From an optimization exercise on the open Yosys and OpenROAD flow, aimed at small area, a short achievable clock period and few clock cycles; shortcuts taken in it are not production practice. The RTL was checked by simulation tests, not by an equivalence proof against the original design. Power figures rest on the tool's default switching activity, not on a simulated workload.

$ cat design.v
module csa_fa (
    input  a,
    input  b,
    input  c,
    output s,
    output co
);
assign s  = a ^ b ^ c;
assign co = (a & b) | (a & c) | (b & c);
endmodule
module csa_ha (
    input  a,
    input  b,
    output s,
    output co
);
assign s  = a ^ b;
assign co = a & b;
endmodule
module csa_fx (
    input  a,
    input  b,
    input  c,
    output s,
    output co
);
logic x;
assign x  = a ^ b;
assign s  = x ^ c;
assign co = x ? c : a;
endmodule
module sparse_mac_top
#(
    parameter int NUM_DECODERS = 2,
    parameter int VALUE_W = 16,
    parameter int INDEX_W = 16,
    parameter int DECODER_FIFO_DEPTH = 16,
    parameter int ACCUM_W = 32
)
(
    input mac_clk,
    input mac_rst,
    input [NUM_DECODERS-1:0] sram_valid_i,
    output [NUM_DECODERS-1:0] sram_ready_o,
    input [NUM_DECODERS*(1+VALUE_W+INDEX_W)-1:0] sram_data_i,
    output mac_valid_o,
    output [ACCUM_W-1:0] mac_data_o
);
localparam int DATA_W = 1 + VALUE_W + INDEX_W;
logic [INDEX_W-1:0] skip0, skip1;
logic [VALUE_W-1:0] val0, val1;
logic in_done0, in_done1;
assign {in_done0, val0, skip0} = sram_data_i[0 +: DATA_W];
assign {in_done1, val1, skip1} = sram_data_i[DATA_W +: DATA_W];
logic hv0, hv1;               
logic hd0, hd1;               
logic [VALUE_W-1:0] hval0;
logic [VALUE_W-1:0] hval1;
logic [7:0] g_one, g_two, g_neg;    
logic g_top;
logic [INDEX_W:0] diff;       
logic zq;                     
logic mat;                    
logic [31:0] acc_s, acc_c;    
logic [31:0] res;             
logic mq;                     
logic fin, both, d_neg, pop0, pop1, take0, take1;
assign fin   = (hv0 & hd0) | (hv1 & hd1);
assign both  = hv0 & hv1 & ~fin;
assign d_neg = diff[INDEX_W];
assign pop0  = both & ~d_neg;
assign pop1  = both & (d_neg | zq);
assign sram_ready_o[0] = ~fin & (~hv0 | pop0);
assign sram_ready_o[1] = ~fin & (~hv1 | pop1);
assign take0 = sram_valid_i[0] & sram_ready_o[0];
assign take1 = sram_valid_i[1] & sram_ready_o[1];
logic [INDEX_W:0] s1x, s0x, c10, c01, c11, diff_n;
logic [INDEX_W+1:0] c10_w, c11_w;
assign s1x   = {1'b0, skip1};
assign s0x   = {1'b0, skip0};
assign c10_w = {diff, 1'b1} + {s1x, 1'b1};           
assign c10   = c10_w[INDEX_W+1:1];
assign c01   = diff + ~s0x;                           
assign c11_w = {s1x, 1'b1} + {~s0x, 1'b1};           
assign c11   = c11_w[INDEX_W+1:1];
logic t00, t01, t10, t11;
assign t00 = ~take1 & ~take0;
assign t01 = ~take1 &  take0;
assign t10 =  take1 & ~take0;
assign t11 =  take1 &  take0;
assign diff_n = ({(INDEX_W+1){t00}} & diff) | ({(INDEX_W+1){t01}} & c01)
              | ({(INDEX_W+1){t10}} & c10) | ({(INDEX_W+1){t11}} & c11);
logic [INDEX_W:0] diff_m1;
logic z10, z01, z11, zn;
assign diff_m1 = diff - 1'b1;
assign z10 = (s1x == ~diff);
assign z01 = (s0x == diff_m1);
assign z11 = (skip1 == skip0);
assign zn  = (t00 & zq) | (t01 & z01) | (t10 & z10) | (t11 & z11);
logic hv0n, hv1n, hd0n, hd1n, finn, matn;
assign hv0n = take0 | (hv0 & ~pop0);
assign hv1n = take1 | (hv1 & ~pop1);
assign hd0n = take0 ? in_done0 : hd0;
assign hd1n = take1 ? in_done1 : hd1;
assign finn = (hv0n & hd0n) | (hv1n & hd1n);
assign matn = hv0n & hv1n & ~finn & zn;
logic [VALUE_W-1:0] n_val1;
logic [7:0] n_one, n_two, n_neg;
logic n_top;
assign n_val1 = take1 ? val1 : hval1;
always_comb begin
    for (int j = 0; j < 8; j++) begin
        logic hi, mid, lo;
        hi  = n_val1[2*j+1];
        mid = n_val1[2*j];
        lo  = (j == 0) ? 1'b0 : n_val1[2*j-1];
        n_one[j] = mid ^ lo;
        n_two[j] = (hi & ~mid & ~lo) | (~hi & mid & lo);
        n_neg[j] = hi;
    end
end
assign n_top = n_val1[15];
logic [16:0] bpp [8];
logic [15:0] bpp8;
always_comb begin
    for (int j = 0; j < 8; j++)
        for (int i = 0; i < 17; i++)
            bpp[j][i] = ((g_one[j] & ((i < 16) ? hval0[i] : 1'b0))
                       | (g_two[j] & ((i > 0) ? hval0[i-1] : 1'b0))) ^ g_neg[j];
    for (int i = 0; i < 16; i++)
        bpp8[i] = g_top & hval0[i];
end
logic [31:0] tree_s, tree_c;
logic mt_0, mt_1, mt_2, mt_3, mt_4, mt_5, mt_6, mt_7, mt_8, mt_9, mt_10, mt_11;
logic mt_12, mt_13, mt_14, mt_15, mt_16, mt_17, mt_18, mt_19, mt_20, mt_21, mt_22, mt_23;
logic mt_24, mt_25, mt_26, mt_27, mt_28, mt_29, mt_30, mt_31, mt_32, mt_33, mt_34, mt_35;
logic mt_36, mt_37, mt_38, mt_39, mt_40, mt_41, mt_42, mt_43, mt_44, mt_45, mt_46, mt_47;
logic mt_48, mt_49, mt_50, mt_51, mt_52, mt_53, mt_54, mt_55, mt_56, mt_57, mt_58, mt_59;
logic mt_60, mt_61, mt_62, mt_63, mt_64, mt_65, mt_66, mt_67, mt_68, mt_69, mt_70, mt_71;
logic mt_72, mt_73, mt_74, mt_75, mt_76, mt_77, mt_78, mt_79, mt_80, mt_81, mt_82, mt_83;
logic mt_84, mt_85, mt_86, mt_87, mt_88, mt_89, mt_90, mt_91, mt_92, mt_93, mt_94, mt_95;
logic mt_96, mt_97, mt_98, mt_99, mt_100, mt_101, mt_102, mt_103, mt_104, mt_105, mt_106, mt_107;
logic mt_108, mt_109, mt_110, mt_111, mt_112, mt_113, mt_114, mt_115, mt_116, mt_117, mt_118, mt_119;
logic mt_120, mt_121, mt_122, mt_123, mt_124, mt_125, mt_126, mt_127, mt_128, mt_129, mt_130, mt_131;
logic mt_132, mt_133, mt_134, mt_135, mt_136, mt_137, mt_138, mt_139, mt_140, mt_141, mt_142, mt_143;
logic mt_144, mt_145, mt_146, mt_147, mt_148, mt_149, mt_150, mt_151, mt_152, mt_153, mt_154, mt_155;
logic mt_156, mt_157, mt_158, mt_159, mt_160, mt_161, mt_162, mt_163, mt_164, mt_165, mt_166, mt_167;
logic mt_168, mt_169, mt_170, mt_171, mt_172, mt_173, mt_174, mt_175, mt_176, mt_177, mt_178, mt_179;
logic mt_180, mt_181, mt_182, mt_183, mt_184, mt_185, mt_186, mt_187, mt_188, mt_189, mt_190, mt_191;
logic mt_192, mt_193, mt_194, mt_195, mt_196, mt_197, mt_198, mt_199, mt_200, mt_201, mt_202, mt_203;
logic mt_204, mt_205, mt_206, mt_207, mt_208, mt_209, mt_210, mt_211, mt_212, mt_213, mt_214, mt_215;
logic mt_216, mt_217, mt_218, mt_219, mt_220, mt_221, mt_222, mt_223, mt_224, mt_225, mt_226, mt_227;
logic mt_228, mt_229, mt_230, mt_231, mt_232, mt_233, mt_234, mt_235, mt_236, mt_237, mt_238, mt_239;
logic mt_240, mt_241, mt_242, mt_243, mt_244, mt_245, mt_246, mt_247, mt_248, mt_249, mt_250, mt_251;
logic mt_252, mt_253, mt_254, mt_255, mt_256, mt_257, mt_258, mt_259, mt_260, mt_261, mt_262, mt_263;
logic mt_264, mt_265, mt_266, mt_267, mt_268, mt_269, mt_270, mt_271, mt_272, mt_273, mt_274, mt_275;
logic mt_276, mt_277, mt_278, mt_279, mt_280, mt_281, mt_282, mt_283, mt_284, mt_285, mt_286, mt_287;
logic mt_288, mt_289, mt_290, mt_291, mt_292, mt_293, mt_294, mt_295, mt_296, mt_297, mt_298, mt_299;
logic mt_300, mt_301, mt_302, mt_303, mt_304, mt_305, mt_306, mt_307, mt_308, mt_309, mt_310, mt_311;
logic mt_312, mt_313, mt_314, mt_315, mt_316, mt_317, mt_318, mt_319, mt_320, mt_321, mt_322, mt_323;
logic mt_324, mt_325, mt_326, mt_327, mt_328, mt_329, mt_330, mt_331, mt_332, mt_333, mt_334, mt_335;
logic mt_336, mt_337, mt_338, mt_339, mt_340, mt_341, mt_342, mt_343, mt_344, mt_345, mt_346, mt_347;
logic mt_348, mt_349, mt_350, mt_351, mt_352, mt_353, mt_354, mt_355, mt_356, mt_357, mt_358, mt_359;
logic mt_360, mt_361, mt_362, mt_363, mt_364, mt_365, mt_366, mt_367, mt_368, mt_369, mt_370, mt_371;
logic mt_372, mt_373, mt_374, mt_375, mt_376, mt_377, mt_378, mt_379, mt_380, mt_381, mt_382, mt_383;
logic mt_384, mt_385, mt_386, mt_387, mt_388, mt_389, mt_390, mt_391;
csa_ha u_mt_0 (.a(acc_s[12]), .b(acc_c[12]), .s(mt_0), .co(mt_1));
csa_ha u_mt_2 (.a(acc_s[13]), .b(acc_c[13]), .s(mt_2), .co(mt_3));
csa_fa u_mt_4 (.a(acc_s[14]), .b(acc_c[14]), .c(g_neg[7]), .s(mt_4), .co(mt_5));
csa_ha u_mt_6 (.a(bpp[0][14]), .b(bpp[1][12]), .s(mt_6), .co(mt_7));
csa_fx u_mt_8 (.a(acc_s[15]), .b(acc_c[15]), .c(bpp[0][15]), .s(mt_8), .co(mt_9));
csa_ha u_mt_10 (.a(bpp[1][13]), .b(bpp[2][11]), .s(mt_10), .co(mt_11));
csa_fa u_mt_12 (.a(acc_s[16]), .b(acc_c[16]), .c(bpp8[0]), .s(mt_12), .co(mt_13));
csa_fx u_mt_14 (.a(bpp[0][16]), .b(bpp[1][14]), .c(bpp[2][12]), .s(mt_14), .co(mt_15));
csa_fa u_mt_16 (.a(acc_s[17]), .b(acc_c[17]), .c(g_neg[0]), .s(mt_16), .co(mt_17));
csa_fa u_mt_18 (.a(bpp8[1]), .b(bpp[1][15]), .c(bpp[2][13]), .s(mt_18), .co(mt_19));
csa_fa u_mt_20 (.a(acc_s[18]), .b(acc_c[18]), .c(g_neg[0]), .s(mt_20), .co(mt_21));
csa_fa u_mt_22 (.a(bpp8[2]), .b(bpp[1][16]), .c(bpp[2][14]), .s(mt_22), .co(mt_23));
csa_fa u_mt_24 (.a(acc_s[19]), .b(acc_c[19]), .c(~g_neg[0]), .s(mt_24), .co(mt_25));
csa_fx u_mt_26 (.a(~g_neg[1]), .b(bpp8[3]), .c(bpp[2][15]), .s(mt_26), .co(mt_27));
csa_fa u_mt_28 (.a(1'b1), .b(acc_s[20]), .c(acc_c[20]), .s(mt_28), .co(mt_29));
csa_ha u_mt_30 (.a(bpp8[4]), .b(bpp[2][16]), .s(mt_30), .co(mt_31));
csa_fa u_mt_32 (.a(acc_s[21]), .b(acc_c[21]), .c(~g_neg[2]), .s(mt_32), .co(mt_33));
csa_ha u_mt_34 (.a(1'b1), .b(acc_s[22]), .s(mt_34), .co(mt_35));
csa_ha u_mt_36 (.a(acc_s[6]), .b(acc_c[6]), .s(mt_36), .co(mt_37));
csa_ha u_mt_38 (.a(acc_s[7]), .b(acc_c[7]), .s(mt_38), .co(mt_39));
csa_fa u_mt_40 (.a(acc_s[8]), .b(acc_c[8]), .c(g_neg[4]), .s(mt_40), .co(mt_41));
csa_ha u_mt_42 (.a(bpp[0][8]), .b(bpp[1][6]), .s(mt_42), .co(mt_43));
csa_fa u_mt_44 (.a(acc_s[9]), .b(acc_c[9]), .c(bpp[0][9]), .s(mt_44), .co(mt_45));
csa_ha u_mt_46 (.a(bpp[1][7]), .b(bpp[2][5]), .s(mt_46), .co(mt_47));
csa_fa u_mt_48 (.a(acc_s[10]), .b(acc_c[10]), .c(g_neg[5]), .s(mt_48), .co(mt_49));
csa_fa u_mt_50 (.a(bpp[0][10]), .b(bpp[1][8]), .c(bpp[2][6]), .s(mt_50), .co(mt_51));
csa_ha u_mt_52 (.a(bpp[3][4]), .b(bpp[4][2]), .s(mt_52), .co(mt_53));
csa_fa u_mt_54 (.a(acc_s[11]), .b(acc_c[11]), .c(bpp[0][11]), .s(mt_54), .co(mt_55));
csa_fa u_mt_56 (.a(bpp[1][9]), .b(bpp[2][7]), .c(bpp[3][5]), .s(mt_56), .co(mt_57));
csa_ha u_mt_58 (.a(bpp[4][3]), .b(bpp[5][1]), .s(mt_58), .co(mt_59));
csa_fa u_mt_60 (.a(g_neg[6]), .b(mt_0), .c(bpp[0][12]), .s(mt_60), .co(mt_61));
csa_fa u_mt_62 (.a(bpp[1][10]), .b(bpp[2][8]), .c(bpp[3][6]), .s(mt_62), .co(mt_63));
csa_fa u_mt_64 (.a(bpp[4][4]), .b(bpp[5][2]), .c(bpp[6][0]), .s(mt_64), .co(mt_65));
csa_fa u_mt_66 (.a(mt_1), .b(mt_2), .c(bpp[0][13]), .s(mt_66), .co(mt_67));
csa_fa u_mt_68 (.a(bpp[1][11]), .b(bpp[2][9]), .c(bpp[3][7]), .s(mt_68), .co(mt_69));
csa_fa u_mt_70 (.a(bpp[4][5]), .b(bpp[5][3]), .c(bpp[6][1]), .s(mt_70), .co(mt_71));
csa_fa u_mt_72 (.a(mt_3), .b(mt_4), .c(bpp[2][10]), .s(mt_72), .co(mt_73));
csa_fa u_mt_74 (.a(bpp[3][8]), .b(bpp[4][6]), .c(bpp[5][4]), .s(mt_74), .co(mt_75));
csa_fx u_mt_76 (.a(bpp[6][2]), .b(bpp[7][0]), .c(mt_6), .s(mt_76), .co(mt_77));
csa_fa u_mt_78 (.a(mt_5), .b(bpp[3][9]), .c(bpp[4][7]), .s(mt_78), .co(mt_79));
csa_fa u_mt_80 (.a(bpp[5][5]), .b(bpp[6][3]), .c(bpp[7][1]), .s(mt_80), .co(mt_81));
csa_fx u_mt_82 (.a(mt_8), .b(mt_7), .c(mt_10), .s(mt_82), .co(mt_83));
csa_fa u_mt_84 (.a(mt_12), .b(bpp[3][10]), .c(bpp[4][8]), .s(mt_84), .co(mt_85));
csa_fa u_mt_86 (.a(bpp[5][6]), .b(bpp[6][4]), .c(bpp[7][2]), .s(mt_86), .co(mt_87));
csa_fx u_mt_88 (.a(mt_11), .b(mt_9), .c(mt_14), .s(mt_88), .co(mt_89));
csa_fa u_mt_90 (.a(mt_16), .b(bpp[3][11]), .c(bpp[4][9]), .s(mt_90), .co(mt_91));
csa_fa u_mt_92 (.a(bpp[5][7]), .b(bpp[6][5]), .c(bpp[7][3]), .s(mt_92), .co(mt_93));
csa_fx u_mt_94 (.a(mt_13), .b(mt_15), .c(mt_18), .s(mt_94), .co(mt_95));
csa_fa u_mt_96 (.a(mt_20), .b(mt_17), .c(bpp[3][12]), .s(mt_96), .co(mt_97));
csa_fa u_mt_98 (.a(bpp[4][10]), .b(bpp[5][8]), .c(bpp[6][6]), .s(mt_98), .co(mt_99));
csa_fx u_mt_100 (.a(bpp[7][4]), .b(mt_19), .c(mt_22), .s(mt_100), .co(mt_101));
csa_fa u_mt_102 (.a(mt_24), .b(mt_21), .c(bpp[3][13]), .s(mt_102), .co(mt_103));
csa_fa u_mt_104 (.a(bpp[4][11]), .b(bpp[5][9]), .c(bpp[6][7]), .s(mt_104), .co(mt_105));
csa_fx u_mt_106 (.a(bpp[7][5]), .b(mt_26), .c(mt_23), .s(mt_106), .co(mt_107));
csa_fa u_mt_108 (.a(mt_28), .b(mt_25), .c(bpp[3][14]), .s(mt_108), .co(mt_109));
csa_fa u_mt_110 (.a(bpp[4][12]), .b(bpp[5][10]), .c(bpp[6][8]), .s(mt_110), .co(mt_111));
csa_fx u_mt_112 (.a(bpp[7][6]), .b(mt_30), .c(mt_27), .s(mt_112), .co(mt_113));
csa_fa u_mt_114 (.a(mt_29), .b(bpp8[5]), .c(mt_32), .s(mt_114), .co(mt_115));
csa_fa u_mt_116 (.a(bpp[3][15]), .b(bpp[4][13]), .c(bpp[5][11]), .s(mt_116), .co(mt_117));
csa_fx u_mt_118 (.a(bpp[6][9]), .b(bpp[7][7]), .c(mt_31), .s(mt_118), .co(mt_119));
csa_fa u_mt_120 (.a(acc_c[22]), .b(mt_34), .c(bpp8[6]), .s(mt_120), .co(mt_121));
csa_fa u_mt_122 (.a(mt_33), .b(bpp[3][16]), .c(bpp[4][14]), .s(mt_122), .co(mt_123));
csa_fa u_mt_124 (.a(bpp[5][12]), .b(bpp[6][10]), .c(bpp[7][8]), .s(mt_124), .co(mt_125));
csa_fa u_mt_126 (.a(acc_s[23]), .b(acc_c[23]), .c(mt_35), .s(mt_126), .co(mt_127));
csa_fa u_mt_128 (.a(~g_neg[3]), .b(bpp8[7]), .c(bpp[4][15]), .s(mt_128), .co(mt_129));
csa_fa u_mt_130 (.a(bpp[5][13]), .b(bpp[6][11]), .c(bpp[7][9]), .s(mt_130), .co(mt_131));
csa_fa u_mt_132 (.a(1'b1), .b(acc_s[24]), .c(acc_c[24]), .s(mt_132), .co(mt_133));
csa_fa u_mt_134 (.a(bpp8[8]), .b(bpp[4][16]), .c(bpp[5][14]), .s(mt_134), .co(mt_135));
csa_ha u_mt_136 (.a(bpp[6][12]), .b(bpp[7][10]), .s(mt_136), .co(mt_137));
csa_fa u_mt_138 (.a(acc_s[25]), .b(acc_c[25]), .c(~g_neg[4]), .s(mt_138), .co(mt_139));
csa_fa u_mt_140 (.a(bpp8[9]), .b(bpp[5][15]), .c(bpp[6][13]), .s(mt_140), .co(mt_141));
csa_fa u_mt_142 (.a(1'b1), .b(acc_s[26]), .c(acc_c[26]), .s(mt_142), .co(mt_143));
csa_ha u_mt_144 (.a(bpp8[10]), .b(bpp[5][16]), .s(mt_144), .co(mt_145));
csa_fa u_mt_146 (.a(acc_s[27]), .b(acc_c[27]), .c(~g_neg[5]), .s(mt_146), .co(mt_147));
csa_ha u_mt_148 (.a(1'b1), .b(acc_s[28]), .s(mt_148), .co(mt_149));
csa_ha u_mt_150 (.a(acc_s[2]), .b(acc_c[2]), .s(mt_150), .co(mt_151));
csa_ha u_mt_152 (.a(acc_s[3]), .b(acc_c[3]), .s(mt_152), .co(mt_153));
csa_fa u_mt_154 (.a(acc_s[4]), .b(acc_c[4]), .c(g_neg[2]), .s(mt_154), .co(mt_155));
csa_ha u_mt_156 (.a(bpp[0][4]), .b(bpp[1][2]), .s(mt_156), .co(mt_157));
csa_fa u_mt_158 (.a(acc_s[5]), .b(acc_c[5]), .c(bpp[0][5]), .s(mt_158), .co(mt_159));
csa_ha u_mt_160 (.a(bpp[1][3]), .b(bpp[2][1]), .s(mt_160), .co(mt_161));
csa_fa u_mt_162 (.a(g_neg[3]), .b(mt_36), .c(bpp[0][6]), .s(mt_162), .co(mt_163));
csa_fa u_mt_164 (.a(bpp[1][4]), .b(bpp[2][2]), .c(bpp[3][0]), .s(mt_164), .co(mt_165));
csa_fa u_mt_166 (.a(mt_37), .b(mt_38), .c(bpp[0][7]), .s(mt_166), .co(mt_167));
csa_fa u_mt_168 (.a(bpp[1][5]), .b(bpp[2][3]), .c(bpp[3][1]), .s(mt_168), .co(mt_169));
csa_fa u_mt_170 (.a(mt_39), .b(mt_40), .c(bpp[2][4]), .s(mt_170), .co(mt_171));
csa_fa u_mt_172 (.a(bpp[3][2]), .b(bpp[4][0]), .c(mt_42), .s(mt_172), .co(mt_173));
csa_fa u_mt_174 (.a(mt_41), .b(bpp[3][3]), .c(bpp[4][1]), .s(mt_174), .co(mt_175));
csa_fa u_mt_176 (.a(mt_44), .b(mt_43), .c(mt_46), .s(mt_176), .co(mt_177));
csa_fa u_mt_178 (.a(mt_48), .b(bpp[5][0]), .c(mt_47), .s(mt_178), .co(mt_179));
csa_fa u_mt_180 (.a(mt_52), .b(mt_45), .c(mt_50), .s(mt_180), .co(mt_181));
csa_fa u_mt_182 (.a(mt_49), .b(mt_54), .c(mt_53), .s(mt_182), .co(mt_183));
csa_fa u_mt_184 (.a(mt_58), .b(mt_51), .c(mt_56), .s(mt_184), .co(mt_185));
csa_fa u_mt_186 (.a(mt_60), .b(mt_59), .c(mt_55), .s(mt_186), .co(mt_187));
csa_fa u_mt_188 (.a(mt_57), .b(mt_62), .c(mt_64), .s(mt_188), .co(mt_189));
csa_fa u_mt_190 (.a(mt_66), .b(mt_61), .c(mt_63), .s(mt_190), .co(mt_191));
csa_fa u_mt_192 (.a(mt_65), .b(mt_68), .c(mt_70), .s(mt_192), .co(mt_193));
csa_fa u_mt_194 (.a(mt_72), .b(mt_67), .c(mt_69), .s(mt_194), .co(mt_195));
csa_fa u_mt_196 (.a(mt_71), .b(mt_74), .c(mt_76), .s(mt_196), .co(mt_197));
csa_fa u_mt_198 (.a(mt_73), .b(mt_75), .c(mt_78), .s(mt_198), .co(mt_199));
csa_fa u_mt_200 (.a(mt_80), .b(mt_82), .c(mt_77), .s(mt_200), .co(mt_201));
csa_fx u_mt_202 (.a(mt_79), .b(mt_81), .c(mt_84), .s(mt_202), .co(mt_203));
csa_fx u_mt_204 (.a(mt_86), .b(mt_83), .c(mt_88), .s(mt_204), .co(mt_205));
csa_fx u_mt_206 (.a(mt_85), .b(mt_87), .c(mt_90), .s(mt_206), .co(mt_207));
csa_fx u_mt_208 (.a(mt_92), .b(mt_94), .c(mt_89), .s(mt_208), .co(mt_209));
csa_fa u_mt_210 (.a(mt_96), .b(mt_91), .c(mt_93), .s(mt_210), .co(mt_211));
csa_fa u_mt_212 (.a(mt_98), .b(mt_100), .c(mt_95), .s(mt_212), .co(mt_213));
csa_fa u_mt_214 (.a(mt_102), .b(mt_97), .c(mt_99), .s(mt_214), .co(mt_215));
csa_fx u_mt_216 (.a(mt_104), .b(mt_106), .c(mt_101), .s(mt_216), .co(mt_217));
csa_fa u_mt_218 (.a(mt_108), .b(mt_103), .c(mt_105), .s(mt_218), .co(mt_219));
csa_fx u_mt_220 (.a(mt_110), .b(mt_112), .c(mt_107), .s(mt_220), .co(mt_221));
csa_fa u_mt_222 (.a(mt_114), .b(mt_109), .c(mt_111), .s(mt_222), .co(mt_223));
csa_fx u_mt_224 (.a(mt_116), .b(mt_118), .c(mt_113), .s(mt_224), .co(mt_225));
csa_fa u_mt_226 (.a(mt_120), .b(mt_115), .c(mt_117), .s(mt_226), .co(mt_227));
csa_fa u_mt_228 (.a(mt_122), .b(mt_124), .c(mt_119), .s(mt_228), .co(mt_229));
csa_fa u_mt_230 (.a(mt_126), .b(mt_121), .c(mt_128), .s(mt_230), .co(mt_231));
csa_fa u_mt_232 (.a(mt_123), .b(mt_125), .c(mt_130), .s(mt_232), .co(mt_233));
csa_fa u_mt_234 (.a(mt_132), .b(mt_127), .c(mt_136), .s(mt_234), .co(mt_235));
csa_fa u_mt_236 (.a(mt_129), .b(mt_131), .c(mt_134), .s(mt_236), .co(mt_237));
csa_fa u_mt_238 (.a(mt_133), .b(mt_138), .c(bpp[7][11]), .s(mt_238), .co(mt_239));
csa_fa u_mt_240 (.a(mt_137), .b(mt_135), .c(mt_140), .s(mt_240), .co(mt_241));
csa_fa u_mt_242 (.a(mt_142), .b(mt_139), .c(bpp[6][14]), .s(mt_242), .co(mt_243));
csa_fa u_mt_244 (.a(bpp[7][12]), .b(mt_144), .c(mt_141), .s(mt_244), .co(mt_245));
csa_fa u_mt_246 (.a(mt_143), .b(bpp8[11]), .c(mt_146), .s(mt_246), .co(mt_247));
csa_fa u_mt_248 (.a(bpp[6][15]), .b(bpp[7][13]), .c(mt_145), .s(mt_248), .co(mt_249));
csa_fa u_mt_250 (.a(acc_c[28]), .b(mt_148), .c(bpp8[12]), .s(mt_250), .co(mt_251));
csa_fa u_mt_252 (.a(mt_147), .b(bpp[6][16]), .c(bpp[7][14]), .s(mt_252), .co(mt_253));
csa_fa u_mt_254 (.a(acc_s[29]), .b(acc_c[29]), .c(mt_149), .s(mt_254), .co(mt_255));
csa_fa u_mt_256 (.a(~g_neg[6]), .b(bpp8[13]), .c(bpp[7][15]), .s(mt_256), .co(mt_257));
csa_fa u_mt_258 (.a(1'b1), .b(acc_s[30]), .c(acc_c[30]), .s(mt_258), .co(mt_259));
csa_ha u_mt_260 (.a(bpp8[14]), .b(bpp[7][16]), .s(mt_260), .co(mt_261));
csa_fa u_mt_262 (.a(acc_s[31]), .b(acc_c[31]), .c(~g_neg[7]), .s(mt_262), .co(mt_263));
csa_ha u_mt_264 (.a(acc_s[0]), .b(acc_c[0]), .s(mt_264), .co(mt_265));
csa_ha u_mt_266 (.a(acc_s[1]), .b(acc_c[1]), .s(mt_266), .co(mt_267));
csa_fa u_mt_268 (.a(g_neg[1]), .b(mt_150), .c(bpp[0][2]), .s(mt_268), .co(mt_269));
csa_fa u_mt_270 (.a(mt_151), .b(mt_152), .c(bpp[0][3]), .s(mt_270), .co(mt_271));
csa_fa u_mt_272 (.a(mt_153), .b(mt_154), .c(bpp[2][0]), .s(mt_272), .co(mt_273));
csa_fa u_mt_274 (.a(mt_155), .b(mt_158), .c(mt_157), .s(mt_274), .co(mt_275));
csa_fa u_mt_276 (.a(mt_162), .b(mt_161), .c(mt_159), .s(mt_276), .co(mt_277));
csa_fa u_mt_278 (.a(mt_166), .b(mt_163), .c(mt_165), .s(mt_278), .co(mt_279));
csa_fa u_mt_280 (.a(mt_170), .b(mt_167), .c(mt_169), .s(mt_280), .co(mt_281));
csa_fa u_mt_282 (.a(mt_171), .b(mt_174), .c(mt_176), .s(mt_282), .co(mt_283));
csa_fa u_mt_284 (.a(mt_175), .b(mt_178), .c(mt_177), .s(mt_284), .co(mt_285));
csa_fx u_mt_286 (.a(mt_179), .b(mt_182), .c(mt_184), .s(mt_286), .co(mt_287));
csa_fx u_mt_288 (.a(mt_183), .b(mt_186), .c(mt_185), .s(mt_288), .co(mt_289));
csa_fa u_mt_290 (.a(mt_187), .b(mt_190), .c(mt_189), .s(mt_290), .co(mt_291));
csa_fx u_mt_292 (.a(mt_191), .b(mt_194), .c(mt_193), .s(mt_292), .co(mt_293));
csa_fa u_mt_294 (.a(mt_195), .b(mt_198), .c(mt_197), .s(mt_294), .co(mt_295));
csa_fx u_mt_296 (.a(mt_202), .b(mt_199), .c(mt_201), .s(mt_296), .co(mt_297));
csa_fx u_mt_298 (.a(mt_206), .b(mt_203), .c(mt_205), .s(mt_298), .co(mt_299));
csa_fx u_mt_300 (.a(mt_210), .b(mt_207), .c(mt_209), .s(mt_300), .co(mt_301));
csa_fx u_mt_302 (.a(mt_211), .b(mt_214), .c(mt_216), .s(mt_302), .co(mt_303));
csa_fx u_mt_304 (.a(mt_215), .b(mt_218), .c(mt_220), .s(mt_304), .co(mt_305));
csa_fx u_mt_306 (.a(mt_219), .b(mt_222), .c(mt_224), .s(mt_306), .co(mt_307));
csa_fx u_mt_308 (.a(mt_226), .b(mt_223), .c(mt_228), .s(mt_308), .co(mt_309));
csa_fx u_mt_310 (.a(mt_230), .b(mt_227), .c(mt_232), .s(mt_310), .co(mt_311));
csa_fx u_mt_312 (.a(mt_234), .b(mt_231), .c(mt_236), .s(mt_312), .co(mt_313));
csa_fx u_mt_314 (.a(mt_238), .b(mt_235), .c(mt_240), .s(mt_314), .co(mt_315));
csa_fa u_mt_316 (.a(mt_242), .b(mt_239), .c(mt_244), .s(mt_316), .co(mt_317));
csa_fa u_mt_318 (.a(mt_246), .b(mt_243), .c(mt_248), .s(mt_318), .co(mt_319));
csa_fa u_mt_320 (.a(mt_250), .b(mt_247), .c(mt_252), .s(mt_320), .co(mt_321));
csa_fa u_mt_322 (.a(mt_254), .b(mt_251), .c(mt_256), .s(mt_322), .co(mt_323));
csa_fa u_mt_324 (.a(mt_258), .b(mt_255), .c(mt_260), .s(mt_324), .co(mt_325));
csa_fa u_mt_326 (.a(mt_259), .b(bpp8[15]), .c(mt_262), .s(mt_326), .co(mt_327));
csa_ha u_mt_328 (.a(g_neg[0]), .b(mt_264), .s(mt_328), .co(mt_329));
csa_fa u_mt_330 (.a(mt_265), .b(mt_266), .c(bpp[0][1]), .s(mt_330), .co(mt_331));
csa_fa u_mt_332 (.a(mt_267), .b(bpp[1][0]), .c(mt_268), .s(mt_332), .co(mt_333));
csa_fa u_mt_334 (.a(bpp[1][1]), .b(mt_270), .c(mt_269), .s(mt_334), .co(mt_335));
csa_fa u_mt_336 (.a(mt_272), .b(mt_156), .c(mt_271), .s(mt_336), .co(mt_337));
csa_fa u_mt_338 (.a(mt_160), .b(mt_273), .c(mt_274), .s(mt_338), .co(mt_339));
csa_fa u_mt_340 (.a(mt_164), .b(mt_275), .c(mt_276), .s(mt_340), .co(mt_341));
csa_fa u_mt_342 (.a(mt_168), .b(mt_277), .c(mt_278), .s(mt_342), .co(mt_343));
csa_fa u_mt_344 (.a(mt_172), .b(mt_279), .c(mt_280), .s(mt_344), .co(mt_345));
csa_fx u_mt_346 (.a(mt_173), .b(mt_281), .c(mt_282), .s(mt_346), .co(mt_347));
csa_fx u_mt_348 (.a(mt_180), .b(mt_284), .c(mt_283), .s(mt_348), .co(mt_349));
csa_fx u_mt_350 (.a(mt_181), .b(mt_286), .c(mt_285), .s(mt_350), .co(mt_351));
csa_fx u_mt_352 (.a(mt_188), .b(mt_288), .c(mt_287), .s(mt_352), .co(mt_353));
csa_fx u_mt_354 (.a(mt_192), .b(mt_289), .c(mt_290), .s(mt_354), .co(mt_355));
csa_fx u_mt_356 (.a(mt_196), .b(mt_291), .c(mt_292), .s(mt_356), .co(mt_357));
csa_fx u_mt_358 (.a(mt_200), .b(mt_293), .c(mt_294), .s(mt_358), .co(mt_359));
csa_fx u_mt_360 (.a(mt_204), .b(mt_296), .c(mt_295), .s(mt_360), .co(mt_361));
csa_fx u_mt_362 (.a(mt_208), .b(mt_298), .c(mt_297), .s(mt_362), .co(mt_363));
csa_fx u_mt_364 (.a(mt_212), .b(mt_300), .c(mt_299), .s(mt_364), .co(mt_365));
csa_fx u_mt_366 (.a(mt_213), .b(mt_302), .c(mt_301), .s(mt_366), .co(mt_367));
csa_fx u_mt_368 (.a(mt_217), .b(mt_304), .c(mt_303), .s(mt_368), .co(mt_369));
csa_fx u_mt_370 (.a(mt_221), .b(mt_306), .c(mt_305), .s(mt_370), .co(mt_371));
csa_fx u_mt_372 (.a(mt_225), .b(mt_308), .c(mt_307), .s(mt_372), .co(mt_373));
csa_fx u_mt_374 (.a(mt_229), .b(mt_310), .c(mt_309), .s(mt_374), .co(mt_375));
csa_fa u_mt_376 (.a(mt_233), .b(mt_312), .c(mt_311), .s(mt_376), .co(mt_377));
csa_fa u_mt_378 (.a(mt_237), .b(mt_314), .c(mt_313), .s(mt_378), .co(mt_379));
csa_fx u_mt_380 (.a(mt_241), .b(mt_316), .c(mt_315), .s(mt_380), .co(mt_381));
csa_fx u_mt_382 (.a(mt_245), .b(mt_318), .c(mt_317), .s(mt_382), .co(mt_383));
csa_fa u_mt_384 (.a(mt_249), .b(mt_320), .c(mt_319), .s(mt_384), .co(mt_385));
csa_fa u_mt_386 (.a(mt_253), .b(mt_322), .c(mt_321), .s(mt_386), .co(mt_387));
csa_fa u_mt_388 (.a(mt_257), .b(mt_324), .c(mt_323), .s(mt_388), .co(mt_389));
csa_fa u_mt_390 (.a(mt_326), .b(mt_261), .c(mt_325), .s(mt_390), .co(mt_391));
assign tree_s[0] = bpp[0][0];
assign tree_c[0] = mt_328;
assign tree_s[1] = mt_330;
assign tree_c[1] = mt_329;
assign tree_s[2] = mt_332;
assign tree_c[2] = mt_331;
assign tree_s[3] = mt_334;
assign tree_c[3] = mt_333;
assign tree_s[4] = mt_336;
assign tree_c[4] = mt_335;
assign tree_s[5] = mt_338;
assign tree_c[5] = mt_337;
assign tree_s[6] = mt_340;
assign tree_c[6] = mt_339;
assign tree_s[7] = mt_342;
assign tree_c[7] = mt_341;
assign tree_s[8] = mt_344;
assign tree_c[8] = mt_343;
assign tree_s[9] = mt_346;
assign tree_c[9] = mt_345;
assign tree_s[10] = mt_348;
assign tree_c[10] = mt_347;
assign tree_s[11] = mt_350;
assign tree_c[11] = mt_349;
assign tree_s[12] = mt_352;
assign tree_c[12] = mt_351;
assign tree_s[13] = mt_354;
assign tree_c[13] = mt_353;
assign tree_s[14] = mt_356;
assign tree_c[14] = mt_355;
assign tree_s[15] = mt_358;
assign tree_c[15] = mt_357;
assign tree_s[16] = mt_360;
assign tree_c[16] = mt_359;
assign tree_s[17] = mt_362;
assign tree_c[17] = mt_361;
assign tree_s[18] = mt_364;
assign tree_c[18] = mt_363;
assign tree_s[19] = mt_366;
assign tree_c[19] = mt_365;
assign tree_s[20] = mt_368;
assign tree_c[20] = mt_367;
assign tree_s[21] = mt_370;
assign tree_c[21] = mt_369;
assign tree_s[22] = mt_372;
assign tree_c[22] = mt_371;
assign tree_s[23] = mt_374;
assign tree_c[23] = mt_373;
assign tree_s[24] = mt_376;
assign tree_c[24] = mt_375;
assign tree_s[25] = mt_378;
assign tree_c[25] = mt_377;
assign tree_s[26] = mt_380;
assign tree_c[26] = mt_379;
assign tree_s[27] = mt_382;
assign tree_c[27] = mt_381;
assign tree_s[28] = mt_384;
assign tree_c[28] = mt_383;
assign tree_s[29] = mt_386;
assign tree_c[29] = mt_385;
assign tree_s[30] = mt_388;
assign tree_c[30] = mt_387;
assign tree_s[31] = mt_390;
assign tree_c[31] = mt_389;
always_ff @(posedge mac_clk or negedge mac_rst) begin
    if (~mac_rst) begin
        hv0   <= 1'b0;
        hv1   <= 1'b0;
        diff  <= '0;
        zq    <= 1'b1;
        mat   <= 1'b0;
        acc_s <= '0;
        acc_c <= '0;
        mq    <= 1'b0;
        g_one <= '0;
        g_two <= '0;
        g_neg <= '0;
        g_top <= 1'b0;
    end else begin
        hv0   <= hv0n;
        hv1   <= hv1n;
        diff  <= diff_n;
        zq    <= zn;
        mat   <= matn;
        acc_s <= tree_s;
        acc_c <= tree_c;
        mq    <= mat;
        g_one <= n_one & {8{matn}};
        g_two <= n_two & {8{matn}};
        g_neg <= n_neg & {8{matn}};
        g_top <= n_top & matn;
    end
end
function automatic [31:0] bk_add(input [31:0] a, input [31:0] b);
    logic [31:0] g, p, gg, pp;
    g = a & b;
    p = a ^ b;
    gg = g;
    pp = p;
    for (int l = 0; l < 5; l++)
        for (int i = 0; i < 32; i++)
            if (((i + 1) % (2 << l)) == 0) begin
                gg[i] = gg[i] | (pp[i] & gg[i - (1 << l)]);
                pp[i] = pp[i] & pp[i - (1 << l)];
            end
    for (int l = 3; l >= 0; l--)
        for (int i = 0; i < 32; i++)
            if (((i + 1) % (2 << l)) == (1 << l) && i >= (2 << l)) begin
                gg[i] = gg[i] | (pp[i] & gg[i - (1 << l)]);
                pp[i] = pp[i] & pp[i - (1 << l)];
            end
    bk_add = p ^ {gg[30:0], 1'b0};
endfunction
always_ff @(posedge mac_clk) begin
    res <= bk_add(acc_s, acc_c);
    if (take0) begin
        hval0 <= val0;
        hd0   <= in_done0;
    end
    if (take1) begin
        hval1 <= val1;
        hd1   <= in_done1;
    end
end
assign mac_valid_o = fin & ~mq;
assign mac_data_o  = res;
endmodule
$ cat flow/run.sh
#!/bin/bash
set -euo pipefail
export BUFFER_PORTS_ARGS="-buffer_cell sky130_fd_sc_hd__buf_2"
bash standard.sh finish > flow_make.log 2>&1
$ cat standard.sh
#!/bin/bash
# synth_recipe.tcl (not shown) runs the flow's synth.tcl, then flattens the netlist and writes it again
# the make line also repeats each setting of config.mk as NAME=value (left out here)
make -C /OpenROAD-flow-scripts/flow DESIGN_CONFIG=/design/flow/config.mk WORK_HOME=/design/flow/orfs CLKGATE_MAP_FILE= SYNTH_SCRIPT=/design/flow/synth_recipe.tcl "${@:-finish}"
$ cat config.mk
export PLATFORM = sky130hd
export DESIGN_NAME = sparse_mac_top
export DESIGN_NICKNAME = sparse_mac_top
export VERILOG_FILES = /design/flow/design.v
export SDC_FILE = /design/flow/constraint.sdc
export NUM_CORES = 4
export LEC_CHECK = 0
export CAP_MARGIN = 20
export CORE_MARGIN = 2
export CORE_UTILIZATION = 40
export CTS_BUF_LIST = sky130_fd_sc_hd__clkbuf_4 sky130_fd_sc_hd__clkbuf_8
export SETUP_SLACK_MARGIN = 3.6
export SLEW_MARGIN = 20
export SYNTH_HIERARCHICAL = 1
export TNS_END_PERCENT = 0
$ cat constraint.sdc
create_clock -name core_clock -period 7.0 [get_ports {mac_clk}]
set_input_delay 1.4000 -clock core_clock [delete_from_list [all_inputs] [get_ports {mac_clk}]]
set_output_delay 1.4000 -clock core_clock [all_outputs]
set_load 0.01 [all_outputs]
==> impl_metrics.py, run 1 <==
metrics = {
    "run_status": {
        "outcome": "timing/DRC/antenna clean",
    },
    "critical_path": {
        "max_stage_delay_ns": 0.87,
        "crit_buf_inv": 0,
        "slowest_stage": "edfxtp_1",
        "cp_data_arrival_time_ns": 3.79,
        "path_cells": "a22oi_1, xnor2_1, fa_1, fa_1, fa_1, maj3_1",
        "cp.required_ns": 7.39,
        "critPathMaxFanout": 17,
        "start_kind": "register",
        "critPathKind": "reg -> reg",
        "crit_family": "adder cells",
        "critPathCaptureType": "register",
        "path_common_cell": "fa_1",
    },
    "timing": {
        "hold_viol": 0,
        "grt_setup_unrepaired": "true",
        "setup_violations": 0,
        "layout_min_cycle_time_ns": 3.41,
        "max_freq_ghz": 0.294,
        "fin_crit_sh": 0.487,
        "finalMaxSlewViolations": 0,
        "fin_skew_ns": 0.0191,
        "tightest_slew_ns": 0.904,
        "setup_tns_ns": 0,
        "max-slew-margin-rel": 0.397,
    },
    "route": {
        "viasPerCell": 5.55,
        "drc_errors": 0,
        "ant_nets": 0,
        "wire_per_inst_um": 19.7,
        "via_count": 11900,
        "drtIter0Drc": 822,
        "wl_um": 42200,
        "drtPass1Iterations": 6,
    },
    "power_and_ir_drop": {
        "pwr-share-clk": 0.142,
        "switching_share": 0.441,
        "ir_drop_v": 0.000207,
        "p_leak_uw": 0.00804,
        "pwr-share-seq": 0.328,
        "p_int_uw": 2720,
        "power_density_nw_per_um2": 271,
        "p_sw_uw": 2150,
        "comb_power_share": 0.531,
    },
    "yosys": {
        "syn_area_per_cell_um2": 10.7,
        "synth_edf_count": 16,
        "syn_area_um2": 16400,
        "yosysSeqAreaShare": 0.258,
        "synth-main-ff-cell": "dfrtp_1",
        "synth_seq_cells": 176,
        "yosys.area.top_type_share": 0.176,
        "synth.area.top_cells": "fa_1, dfrtp_1, xnor2_1",
        "yosys_warnings": 9,
        "syn_inst": 1539,
        "synth_cell_types": 72,
        "async_reset_ff_frac": 0.625,
        "yosysTopAreaCell": "fa_1",
    },
    "cts": {
        "cts.sinks": 176,
        "insertion_delay_ns": 0.52,
        "cts-buffers-inserted": 17,
        "cts_tree": "built",
        "cts_root_buf": "clkbuf_8",
        "htreeDepth": 4,
        "clkTransAtPathRegs_ns": 0.10,
        "cts_max_path_buffers": 2,
        "holdBufCountCts": 0,
    },
    "die": {
        "std_cell_rows": 74,
        "die_w_um": 207,
        "die_height_um": 207,
        "io-pin-count": 105,
        "initial_core_util": 0.404,
        "fp.coreArea_um2": 40600,
        "die_area_um2": 42700,
    },
    "layout": {
        "fillers": 3827,
        "layout.nets": 1909,
        "register_area_um2": 4240,
        "multi_input_area_um2": 11600,
        "final_design_area_no_fill_um2": 18000,
        "final_common_cell": "xnor2_1",
        "layout-drive-gt1-share": 0.124,
        "syn2layout_area_growth_pct": 9.51,
        "mostFrequentLayoutCells": "xnor2_1, fa_1, a22oi_1, dfrtp_1, buf_2",
        "antenna_cells": 0,
    },
    "global_routing": {
        "grt_max_degree": 68,
        "antenna_found_initial": 0,
        "gr-total-overflow": 0,
        "track_usage": 0.207,
        "first_global_vias": 12300,
        "grt_pass1_wl_um": 68100,
    },
    "place": {
        "dp_hpwl_um": 31900,
        "postPlaceCellArea_um2": 17300,
        "gp_congestion": 0.881,
        "io_buffers": 104,
    },
    "worst_hold_path": {
        "hp-class": "reg -> reg",
    },
    "run": {
        "maxCapViolCount": 0,
    },
}
[per-module statistics from Yosys, one instance, submodules excluded]
| module | cell area, µm² | flops+latches | copies in the design | cells inside |
|---|---|---|---|---|
| sparse_mac_top | 12000 | 176 | 1 | 1295 |
| csa_fx | 33.8 | 0 | 48 | 2 |
| csa_ha | 12.5 | 0 | 23 | 1 |
| csa_fa | 20.0 | 0 | 125 | 1 |
[cell type report]
cell class              instances  share of cell area
clock buffers                  19              0.0142
clock inverters                13             0.00585
inverters                      74              0.0157
multi-input cells            1196               0.647
flip-flops and latches        176               0.236
well taps                     532              0.0370
repair buffers                129              0.0444
[per-stage QoR]
stage | hold WS [ns] | utilization | total power, µW | cells | setup slack, ns
final | 0.364 | 0.442 | 4870 | 2139 | 3.59
after global routing | 0.383 | 0.442 | 5270 | 2139 | 3.50
after CTS | 0.367 | 0.435 | 4810 | 2124 | 3.45
after detailed placement | 0.339 | 0.426 | 4100 | 2092 | 2.66
after global placement | 0.340 | 0.426 | 4030 | 2092 | 2.93
after floorplan | 0.331 | - | 3430 | 1544 | 3.54
[timing repair]
item                                    in CTS  in global routing
endpoints found under the setup margin      59                 61
pin swaps                                    0                 10
gates resized for setup                      6                 20
setup buffers                                0                 14
cloned                                       0                  1
[sequential cells by signal, summed over array words and instances (netlist names), 8 cells and up]
signal,cells
g_neg,8
g_one,8
g_two,8
diff,17
res,32
hval0,16
hval1,16
acc_s,32
acc_c,32
[metal layers]
metal / track usage / part of all wire / up-vias / wire [µm]
met1: 0.287 / 0.45 / 5889 / 18900
met3: 0.0292 / 0.059 / 76 / 2470
met4: 0.0842 / 0.030 / 0 / 1260
met2: 0.329 / 0.46 / 403 / 19500
met5: 0 / 0 / - / 0
li1: - / - / 5504 / -
[Yosys cell counts, drive strengths merged (21+ instances only)]
| master | instances |
|---|---|
| xor3 | 48 |
| fa | 144 |
| dfxtp | 50 |
| a211oi | 23 |
| nand2 | 80 |
| a22oi | 121 |
| o21ai | 40 |
| nor2 | 53 |
| ha | 101 |
| nor3 | 29 |
| a21oi | 64 |
| xnor2 | 176 |
| and2 | 22 |
| xor2 | 24 |
| nand3 | 33 |
| inv | 74 |
| a21o | 21 |
| clkbuf | 85 |
| maj3 | 48 |
| dfrtp | 109 |
[cell families after synthesis]
kind of cell | count (synthesis) | share of synthesized area
AOI/OAI and AO/OA | 348 | 0.146
xor gates and xnor gates | 248 | 0.176
adders and majority gates | 293 | 0.282
buffers and inverters | 173 | 0.0410
DFF | 176 | 0.258
muxes | 16 | 0.00976
other | 1 | 0.000228
and+or+nand+nor | 284 | 0.0865
[final timing paths]
path	from	to	slack, ns	depth (start not counted)
worst min-delay path	mat	mq	0.36	0
worst max-delay path	hval0[12]	acc_c[14]	3.59	6
worst min register to register	mat	mq	0.36	0
worst max register to register	hval0[12]	acc_c[14]	3.59	6
min in group asynchronous	mac_rst	acc_s[4]	0.86	1
max in group asynchronous	mac_rst	g_neg[5]	4.76	2
[power by group through the flow]
stage,logic [µW],registers (µW),clock network (µW)
2_1_floorplan,1970,1460,0
3_3_place_gp,2390,1630,0
3_5_place_dp,2460,1640,0
4_1_cts,2490,1610,712
5_1_grt,2890,1630,761
6_report,2580,1590,690
Testbench counts, summed over its fixed seeds: cycles 7,526.
==> run 2, diff against run 1 <==
--- a/config.mk
+++ b/config.mk
@@ -10,6 +10,6 @@
 export CORE_UTILIZATION = 40
 export CTS_BUF_LIST = sky130_fd_sc_hd__clkbuf_4 sky130_fd_sc_hd__clkbuf_8
+export GPL_ROUTABILITY_DRIVEN = 0
 export SETUP_SLACK_MARGIN = 3.6
 export SLEW_MARGIN = 20
 export SYNTH_HIERARCHICAL = 1
-export TNS_END_PERCENT = 0
==> run 2 against run 1 <==
First-iteration DRC count decreased by 9.2%. Via count is 0.48% higher. Largest cell class unchanged. Still clean on timing, DRC and antenna. Highest routed layer unchanged. Final cell count rose by 0.70%. Clock power rose by 12%. Synthesized cell count did not move. Area after synthesis unchanged. Register-to-register slack better by 0.06 ns. Combinational power is essentially flat. Worst setup slack better by 0.055 ns.
==> impl_metrics.py, run 2 <==
metrics = {
    "run_status": {
        "outcome": "timing/DRC/antenna clean",
    },
    "yosys": {
        "ys_top_cells_by_count": "xnor2_1, fa_1, a22oi_1",
        "synth.area.top_cells": "fa_1, dfrtp_1, xnor2_1",
        "async_reset_ff_frac": 0.625,
        "syn_area_per_cell_um2": 10.7,
        "yosys.area.top_type_share": 0.176,
        "syn_inst": 1539,
        "yosysSeqAreaShare": 0.258,
        "synth_cell_types": 72,
        "synth_edf_count": 16,
        "yosys_warnings": 9,
        "synth-main-ff-cell": "dfrtp_1",
        "syn_area_um2": 16400,
        "synth_seq_cells": 176,
        "yosysTopAreaCell": "fa_1",
        "synth_most_common_cell": "xnor2_1",
    },
    "power_and_ir_drop": {
        "ir_drop_v": 0.000255,
        "power_density_nw_per_um2": 272,
        "p_leak_uw": 0.00812,
    },
    "timing": {
        "tightest_slew_ns": 0.902,
        "max-slew-margin-rel": 0.399,
        "finalMaxSlewViolations": 0,
        "hold_viol": 0,
        "setup_ws_ns": 3.65,
        "setup_violations": 0,
        "grt_setup_unrepaired": "false",
        "layout_min_cycle_time_ns": 3.35,
        "setup_tns_ns": 0,
        "fin_skew_ns": 0.0127,
        "max_freq_ghz": 0.298,
        "fin_crit_sh": 0.479,
    },
    "layout": {
        "mostFrequentLayoutCells": "xnor2_1, fa_1, a22oi_1, buf_2, ha_1",
        "antenna_cells": 0,
        "multi_input_area_um2": 11600,
        "reg.largest.list": "acc_c: 32 flops, acc_s: 32 flops, res: 32 flops",
        "final_common_cell": "xnor2_1",
        "syn2layout_area_growth_pct": 10.7,
        "layout.nets": 1924,
        "register_area_um2": 4250,
        "fillers": 3843,
        "layout-drive-gt1-share": 0.139,
    },
    "cts": {
        "clkTransAtPathRegs_ns": 0.10,
        "cts_tree": "built",
        "cts.sinks": 176,
        "cts_root_buf": "clkbuf_8",
        "cts-buffers-inserted": 17,
        "htreeDepth": 4,
        "cts_max_path_buffers": 2,
        "insertion_delay_ns": 0.49,
        "holdBufCountCts": 0,
    },
    "die": {
        "io-pin-count": 105,
        "fp.coreArea_um2": 40600,
        "initial_core_util": 0.404,
        "die_area_um2": 42700,
        "die_height_um": 207,
        "die_w_um": 207,
        "std_cell_rows": 74,
    },
    "critical_path": {
        "cp.required_ns": 7.38,
        "cp_data_arrival_time_ns": 3.73,
        "start_kind": "register",
        "critPathKind": "reg -> reg",
        "critPathMaxFanout": 17,
        "critPathCaptureType": "register",
    },
    "route": {
        "wire_per_inst_um": 19.7,
        "ant_nets": 0,
        "wl_um": 42400,
        "drc_errors": 0,
        "viasPerCell": 5.54,
        "drtPass1Iterations": 6,
        "via_count": 11900,
        "drtIter0Drc": 746,
    },
    "global_routing": {
        "grt_pass1_wl_um": 67300,
        "antenna_found_initial": 0,
        "track_usage": 0.206,
        "first_global_vias": 12200,
        "gr-total-overflow": 0,
        "grt_max_degree": 69,
    },
    "place": {
        "io_buffers": 104,
        "dp_hpwl_um": 31400,
        "dp_worst_setup_slack_ns": 2.59,
    },
    "worst_hold_path": {
        "hp-class": "reg -> reg",
    },
    "run": {
        "maxCapViolCount": 0,
    },
}
-- run 2: cell counts after synthesis --
No cell type changed its count.
-- run 2: Yosys stat by module (local to each module, per instance) --
| module | times used | flip-flops and latches |
|---|---|---|
| csa_fx | 48 | 0 |
| csa_ha | 23 | 0 |
| csa_fa | 125 | 0 |
| sparse_mac_top | 1 | 176 |
-- run 2: area by class of cell --
class / instances / share of cell area
clock buffer: 17 / 0.0129
clock inverter: 15 / 0.0107
inverter: 74 / 0.0154
multi-input combinational: 1196 / 0.640
sequential: 176 / 0.234
tap: 532 / 0.0366
timing repair buffer: 144 / 0.0509
-- run 2: repair_timing --
action                                  4_1_cts  5_1_grt
resized for setup                            11       26
endpoints found under the setup margin       50       64
gates cloned                                  0        1
pin swaps                                     4        8
setup buffers                                24        7
-- run 2: worst paths after layout --
check | end | from | cells past startpoint | slack, ns
min | mq | mat | 0 | 0.37
max reg2reg | acc_c[21] | hval0[3] | 6 | 3.65
min reg2reg | mq | mat | 0 | 0.37
max | acc_c[21] | hval0[3] | 6 | 3.65
min in group asynchronous | acc_c[2] | mac_rst | 1 | 0.89
max in group asynchronous | g_one[2] | mac_rst | 2 | 4.74
-- run 2: layer usage --
| layer | routed length, µm | track usage | share of wire | vias up |
|---|---|---|---|---|
| met5 | 0 | 0 | 0 | - |
| met4 | 1410 | 0.0849 | 0.033 | 0 |
| met3 | 2550 | 0.0356 | 0.060 | 65 |
| met2 | 19500 | 0.325 | 0.46 | 410 |
| met1 | 18900 | 0.281 | 0.45 | 5912 |
| li1 | - | - | - | 5542 |
-- run 2: metrics by stage --
step	total power [µW]	cells	hold slack [ns]	instance area [µm²]	util
2_1_floorplan	3430	1544	0.331	16400	-
3_3_place_gp	4030	2090	0.339	17300	0.425
3_5_place_dp	4070	2090	0.338	17300	0.426
4_1_cts	4930	2146	0.372	18000	0.443
5_1_grt	5360	2154	0.384	18200	0.447
6_report	4940	2154	0.370	18200	0.447
-- run 2: cell families (layout without fill, tap and decap cells) --
kind of cell             count (synthesis)  count (layout)  share of synthesized area
AO/OA/AOI/OAI                          348             348                      0.146
XOR/XNOR                               248             248                      0.176
adder cells (fa/ha/maj)                293             293                      0.282
buffers and inverters                  173             250                     0.0410
flip-flops                             176             176                      0.258
multiplexers                            16              16                    0.00976
other                                    1               6                   0.000228
AND/OR/NAND/NOR                        284             285                     0.0865
-- run 2: critical path, stage by stage, from the launching register on --
cell and delay (ns):
edfxtp_1 0.83, and2_1 0.26, xor3_1 0.47, xor3_1 0.45, xor3_1 0.48, maj3_1 0.40, maj3_1 0.36
-- run 2: power by group --
group	switching [µW]	internal, µW	total (µW)
clock network	436	335	772
logic	1410	1200	2610
registers	294	1270	1570
==> run 3, diff against run 2 <==
--- a/config.mk
+++ b/config.mk
@@ -10,5 +10,4 @@
 export CORE_UTILIZATION = 40
 export CTS_BUF_LIST = sky130_fd_sc_hd__clkbuf_4 sky130_fd_sc_hd__clkbuf_8
-export GPL_ROUTABILITY_DRIVEN = 0
 export SETUP_SLACK_MARGIN = 3.6
 export SLEW_MARGIN = 20
==> run 3 against run 2 <==
Still clean on timing, DRC and antenna. Register-to-register slack about the same. Die area unchanged. Sequential power about the same. Worst setup slack better by 0.015 ns. Sequential share of layout area about the same. Non-clock buffer count down 4. Combinational power about the same. Final area about the same. Maximum frequency up 0.44%. Routed wire length up 1.1%. Clock-buffer cell count up 4. Clock skew up 0.0033 ns. Largest power group unchanged.
==> impl_metrics.py, run 3 <==
metrics = {
    "run_status": {
        "outcome": "timing/DRC/antenna clean",
    },
    "die": {
        "die_height_um": 207,
        "die_w_um": 207,
        "initial_core_util": 0.404,
        "io-pin-count": 105,
        "std_cell_rows": 74,
        "fp.coreArea_um2": 40600,
        "die_area_um2": 42700,
    },
    "critical_path": {
        "critPathCaptureType": "register",
        "crit_family": "adder cells",
        "crit_buf_inv": 0,
        "max_stage_delay_ns": 0.89,
        "start_kind": "register",
        "path_cells": "a22oi_1, xnor2_1, fa_1, fa_1, fa_1, maj3_1",
        "slowest_stage": "edfxtp_1",
        "critPathKind": "reg -> reg",
        "reg2reg_slack_ns": 3.66,
        "cp_data_arrival_time_ns": 3.70,
        "cp.required_ns": 7.36,
        "path_common_cell": "fa_1",
        "critPathMaxFanout": 17,
    },
    "timing": {
        "tightest_slew_ns": 0.929,
        "setup_violations": 0,
        "grt_setup_unrepaired": "true",
        "fin_crit_sh": 0.477,
        "max-slew-margin-rel": 0.380,
        "setup_tns_ns": 0,
        "finalMaxSlewViolations": 0,
        "layout_min_cycle_time_ns": 3.34,
        "max_freq_ghz": 0.300,
        "hold_viol": 0,
        "fin_skew_ns": 0.0160,
        "setup_ws_ns": 3.66,
    },
    "cts": {
        "cts_tree": "built",
        "cts.sinks": 176,
        "cts_max_path_buffers": 2,
        "insertion_delay_ns": 0.49,
        "cts_root_buf": "clkbuf_8",
        "clkTransAtPathRegs_ns": 0.11,
        "htreeDepth": 4,
        "cts-buffers-inserted": 17,
        "holdBufCountCts": 0,
    },
    "yosys": {
        "yosysSeqAreaShare": 0.258,
        "async_reset_ff_frac": 0.625,
        "syn_area_per_cell_um2": 10.7,
        "yosys_warnings": 9,
        "yosysTopAreaCell": "fa_1",
        "yosys.area.top_type_share": 0.176,
        "synth_cell_types": 72,
        "syn_inst": 1539,
        "synth-main-ff-cell": "dfrtp_1",
        "syn_area_um2": 16400,
        "synth_edf_count": 16,
        "synth_most_common_cell": "xnor2_1",
        "synth.area.top_cells": "fa_1, dfrtp_1, xnor2_1",
        "ys_top_cells_by_count": "xnor2_1, fa_1, a22oi_1",
        "synth_seq_cells": 176,
    },
    "worst_hold_path": {
        "hp-class": "reg -> reg",
    },
    "route": {
        "wl_um": 42800,
        "drtIter0Drc": 844,
        "drtPass1Iterations": 5,
        "viasPerCell": 5.56,
        "wire_per_inst_um": 19.9,
        "via_count": 12000,
        "ant_nets": 0,
        "drc_errors": 0,
    },
    "power_and_ir_drop": {
        "p_int_uw": 2850,
        "power_density_nw_per_um2": 275,
        "ir_drop_v": 0.000175,
        "switching_share": 0.429,
        "comb_power_share": 0.525,
        "pwr-share-seq": 0.315,
        "p_sw_uw": 2140,
        "pwr-share-clk": 0.160,
        "p_leak_uw": 0.00811,
    },
    "place": {
        "io_buffers": 104,
        "dp_hpwl_um": 31700,
        "dp_worst_setup_slack_ns": 2.62,
        "gp_congestion": 0.868,
    },
    "global_routing": {
        "track_usage": 0.207,
        "antenna_found_initial": 1,
        "grt_max_degree": 68,
        "first_global_vias": 12300,
        "gr-total-overflow": 0,
        "grt_pass1_wl_um": 68100,
    },
    "layout": {
        "final_common_cell": "xnor2_1",
        "fillers": 3786,
        "utilization": 0.447,
        "antenna_cells": 0,
        "layout-drive-gt1-share": 0.137,
        "mostFrequentLayoutCells": "xnor2_1, fa_1, a22oi_1, buf_2, ha_1",
        "register_area_um2": 4250,
        "layout.nets": 1920,
        "syn2layout_area_growth_pct": 10.6,
        "reg.largest.list": "acc_c: 32 flops, acc_s: 32 flops, res: 32 flops",
        "multi_input_area_um2": 11600,
    },
    "run": {
        "maxCapViolCount": 0,
    },
}
-- run 3: path summary, 6_finish.rpt --
kind	cells after the start	to	start
min in group asynchronous	1	acc_s[4]	mac_rst
hold / removal	0	mq	mat
max in group asynchronous	2	g_neg[7]	mac_rst
hold reg to reg	0	mq	mat
setup / recovery	6	acc_c[16]	hval0[7]
setup reg to reg	6	acc_c[16]	hval0[7]
-- run 3: repair_timing --
action	in CTS	in global routing
gates resized for setup	10	30
pin swaps	3	8
endpoints found under the hold margin	0	0
buffers inserted	12	13
setup endpoints to repair	56	57
gates cloned	0	1
-- run 3: metal layers --
layer	track usage	share of wire
met3	0.0305	0.062
met1	0.289	0.44
met2	0.332	0.46
met5	0	0
met4	0.0707	0.029
-- run 3: cells by family after synthesis --
group / count (synthesis) / synth area share
buffers and inverters: 173 / 0.0410
XOR/XNOR: 248 / 0.176
multiplexers: 16 / 0.00976
other: 1 / 0.000228
AO/OA/AOI/OAI: 348 / 0.146
flip-flops: 176 / 0.258
AND/OR/NAND/NOR: 284 / 0.0865
adder cells (fa/ha/maj): 293 / 0.282
-- run 3: cell type report --
class                           instances  share of cell area
Multi-Input combinational cell       1196               0.641
Sequential cell                       176               0.234
Timing Repair Buffer                  140              0.0491
Tap cell                              532              0.0367
Inverter                               74              0.0156
Clock buffer                           21              0.0149
Clock inverter                         11             0.00868
-- run 3: Yosys stat by module, one instance, submodules excluded --
module | cells inside | flops+latches
csa_fa | 1 | 0
csa_fx | 2 | 0
csa_ha | 1 | 0
sparse_mac_top | 1295 | 176
-- run 3: metrics by stage --
stage	cell area [µm²]	hold slack, ns	std cells	total power (µW)
finish	18200	0.377	2150	4990
global route	18200	0.410	2150	5400
CTS	17900	0.374	2136	4950
detailed placement	17300	0.345	2092	4090
global placement	17300	0.337	2092	4030
floorplan	16400	0.331	1544	3430
-- run 3: power by group through the flow --
| stage | registers [µW] | clock network [µW] | logic [µW] |
|---|---|---|---|
| 6_report | 1570 | 798 | 2620 |
| 5_1_grt | 1610 | 865 | 2930 |
| 4_1_cts | 1600 | 830 | 2530 |
| 3_5_place_dp | 1630 | 0 | 2460 |
| 3_3_place_gp | 1630 | 0 | 2400 |
| 2_1_floorplan | 1460 | 0 | 1970 |
==> run 4, diff against run 3 <==
--- a/config.mk
+++ b/config.mk
@@ -8,5 +8,5 @@
 export CAP_MARGIN = 20
 export CORE_MARGIN = 2
-export CORE_UTILIZATION = 40
+export CORE_UTILIZATION = 55
 export CTS_BUF_LIST = sky130_fd_sc_hd__clkbuf_4 sky130_fd_sc_hd__clkbuf_8
 export SETUP_SLACK_MARGIN = 3.6
==> run 4 against run 3 <==
Sequential power hardly changed. Power hardly changed. Sequential share of layout area hardly changed. Area after synthesis stayed put. First-iteration DRC count is 8.8% lower. Sequential cell count stayed put. Maximum frequency is 0.49% higher. Highest routed layer is now met5.
==> impl_metrics.py, run 4 <==
metrics = {
    "route": {
        "drc_errors": 0,
        "drtIter0Drc": 770,
        "wl_um": 42300,
        "via_count": 12000,
        "drtPass1Iterations": 5,
        "viasPerCell": 5.93,
        "ant_nets": 0,
        "wire_per_inst_um": 20.9,
    },
    "timing": {
        "setup_violations": 0,
        "fin_crit_sh": 0.474,
        "max-slew-margin-rel": 0.374,
        "layout_min_cycle_time_ns": 3.32,
        "setup_tns_ns": 0,
        "hold_viol": 0,
        "max_freq_ghz": 0.301,
        "tightest_slew_ns": 0.938,
        "grt_setup_unrepaired": "true",
        "setup_ws_ns": 3.68,
        "finalMaxSlewViolations": 0,
        "fin_skew_ns": 0.0193,
    },
    "critical_path": {
        "crit_family": "simple AND/OR/NAND/NOR gates",
        "slowest_stage": "a2111oi_2",
        "cp.required_ns": 7.43,
        "r2r_start": "hval0[4]",
        "path_cells": "buf_2, xor2_1, nor4_1, or3_1, a2111oi_2, o2111ai_2, o21ai_2, buf_4, nand3_4, nor3_1",
        "cp_data_arrival_time_ns": 3.75,
        "critPathCaptureType": "register",
        "max_stage_delay_ns": 0.41,
        "critPathMaxFanout": 13,
        "critPathKind": "in -> reg",
        "timing.rr.end": "acc_c[16]",
        "reg2reg_depth": 6,
        "crit_buf_inv": 2,
        "start_kind": "primary input",
        "reg2reg_slack_ns": 3.68,
    },
    "worst_hold_path": {
        "min_path_cells": 0,
        "min_from": "mat",
        "hp-class": "reg -> reg",
        "min_delay_worst_endpoint": "mq",
    },
    "yosys": {
        "synth_cell_types": 72,
        "yosys.area.top_type_share": 0.176,
        "ys_top_cells_by_count": "xnor2_1, fa_1, a22oi_1",
        "syn_area_per_cell_um2": 10.7,
        "synth.area.top_cells": "fa_1, dfrtp_1, xnor2_1",
        "yosys_warnings": 9,
        "synth_seq_cells": 176,
        "async_reset_ff_frac": 0.625,
        "yosysTopAreaCell": "fa_1",
        "synth_most_common_cell": "xnor2_1",
        "syn_inst": 1539,
        "yosysSeqAreaShare": 0.258,
        "synth-main-ff-cell": "dfrtp_1",
        "syn_area_um2": 16400,
        "synth_edf_count": 16,
    },
    "layout": {
        "fillers": 2498,
        "mostFrequentLayoutCells": "xnor2_1, fa_1, a22oi_1, buf_2, ha_1",
        "syn2layout_area_growth_pct": 10.5,
        "reg.largest.list": "acc_c: 32 flops, acc_s: 32 flops, res: 32 flops",
        "layout.nets": 1935,
        "layout-drive-gt1-share": 0.148,
        "final_common_cell": "xnor2_1",
    },
    "cts": {
        "htreeDepth": 4,
        "cts_root_buf": "clkbuf_8",
        "clkTransAtPathRegs_ns": 0.11,
        "cts_tree": "built",
        "cts-buffers-inserted": 17,
        "cts.sinks": 176,
        "holdBufCountCts": 0,
        "cts_max_path_buffers": 2,
        "insertion_delay_ns": 0.52,
    },
    "power_and_ir_drop": {
        "ir_drop_v": 0.000200,
        "power_density_nw_per_um2": 275,
        "p_leak_uw": 0.00821,
    },
    "die": {
        "fp.coreArea_um2": 29500,
        "io-pin-count": 105,
        "die_height_um": 177,
        "initial_core_util": 0.557,
        "std_cell_rows": 63,
        "die_area_um2": 31200,
        "die_w_um": 177,
    },
    "place": {
        "dp_worst_setup_slack_ns": 2.80,
        "gp_congestion": 0.864,
        "dp_hpwl_um": 31300,
        "io_buffers": 104,
    },
    "global_routing": {
        "met1_usage": 0.387,
        "track_usage": 0.286,
        "use_met2": 0.466,
        "gr-max-usage-layer": "met2",
        "antenna_found_initial": 3,
        "grt_pass1_wl_um": 68000,
        "first_global_vias": 12400,
        "met3_usage": 0.0537,
        "gr-total-overflow": 0,
        "grt_max_degree": 69,
    },
    "run": {
        "maxCapViolCount": 0,
    },
    "run_status": {
        "outcome": "timing/DRC/antenna clean",
    },
}
-- run 4: cell counts after synthesis --
Identical to the previous run, type by type.
-- run 4: logic make-up (layout without fill, tap and decap cells) --
| group | Yosys count | after routing | synth area share |
|---|---|---|---|
| xor+xnor | 248 | 248 | 0.176 |
| mux | 16 | 16 | 0.00976 |
| flops | 176 | 176 | 0.258 |
| fa+ha+maj | 293 | 293 | 0.282 |
| simple gates | 284 | 285 | 0.0865 |
| compound gates | 348 | 348 | 0.146 |
| other cells | 1 | 7 | 0.000228 |
| buf+inv | 173 | 261 | 0.0410 |
-- run 4: power by group --
group | internal [µW] | switching [µW]
combinational | 1220 | 1450
sequential | 1270 | 277
clock | 346 | 430
-- run 4: area by class of cell --
class	count	area, µm²	area share
Multi-Input combinational cell	1196	11700	0.643
Sequential cell	176	4250	0.234
Timing Repair Buffer	155	1040	0.0571
Tap cell	390	488	0.0269
Inverter	74	280	0.0155
Clock buffer	19	255	0.0141
Clock inverter	13	171	0.00945
Antenna cell	1	2.50	0.000138
-- run 4: stage by stage --
| stage | hold WS (ns) | cells | instance area [µm²] | util | power [µW] |
|---|---|---|---|---|---|
| 2_1_floorplan | 0.331 | 1544 | 16400 | - | 3430 |
| 3_3_place_gp | 0.337 | 1951 | 17100 | 0.581 | 4060 |
| 3_5_place_dp | 0.345 | 1951 | 17100 | 0.581 | 4100 |
| 4_1_cts | 0.366 | 1995 | 17700 | 0.601 | 4920 |
| 5_1_grt | 0.370 | 2023 | 18100 | 0.615 | 5410 |
| 6_report | 0.364 | 2024 | 18100 | 0.615 | 4990 |
-- run 4: worst max-delay path by stage --
stage	endpoint	cells after the start	from
floorplan	acc_s[19]	8	g_neg[0]
global placement	g_two[0]	9	sram_valid_i[0]
detailed placement	res[31]	12	acc_s[0]
CTS	res[31]	12	acc_s[0]
global route	diff[12]	13	sram_data_i[33]
finish	g_two[0]	10	sram_data_i[14]
-- run 4: repair_timing --
item | CTS | global route
hold endpoints to repair | 0 | 0
pin swaps | 3 | 9
resized for setup | 10 | 36
cloned | 1 | 0
setup endpoints to repair | 41 | 56
buffers inserted | 11 | 28
-- run 4: per-layer routing --
layer  up-vias  share of wire
met1      6026           0.44
met3        72          0.053
met2       328           0.48
met5         -        0.00054
met4         4          0.026
li1       5569              -
-- run 4: modules after synthesis (local to each module, per instance) --
| module | flops+latches | cell area (µm²) |
|---|---|---|
| csa_fa | 0 | 20.0 |
| csa_fx | 0 | 33.8 |
| csa_ha | 0 | 12.5 |
| sparse_mac_top | 176 | 12000 |

Check on run 4: ideal ports give 3.679 ns setup slack; a clkbuf_16 on the clock port and buf_2 on the inputs give 3.681 ns; moving port delays by the midpoint clock arrival (0.562 ns) as well gives 3.148 ns.
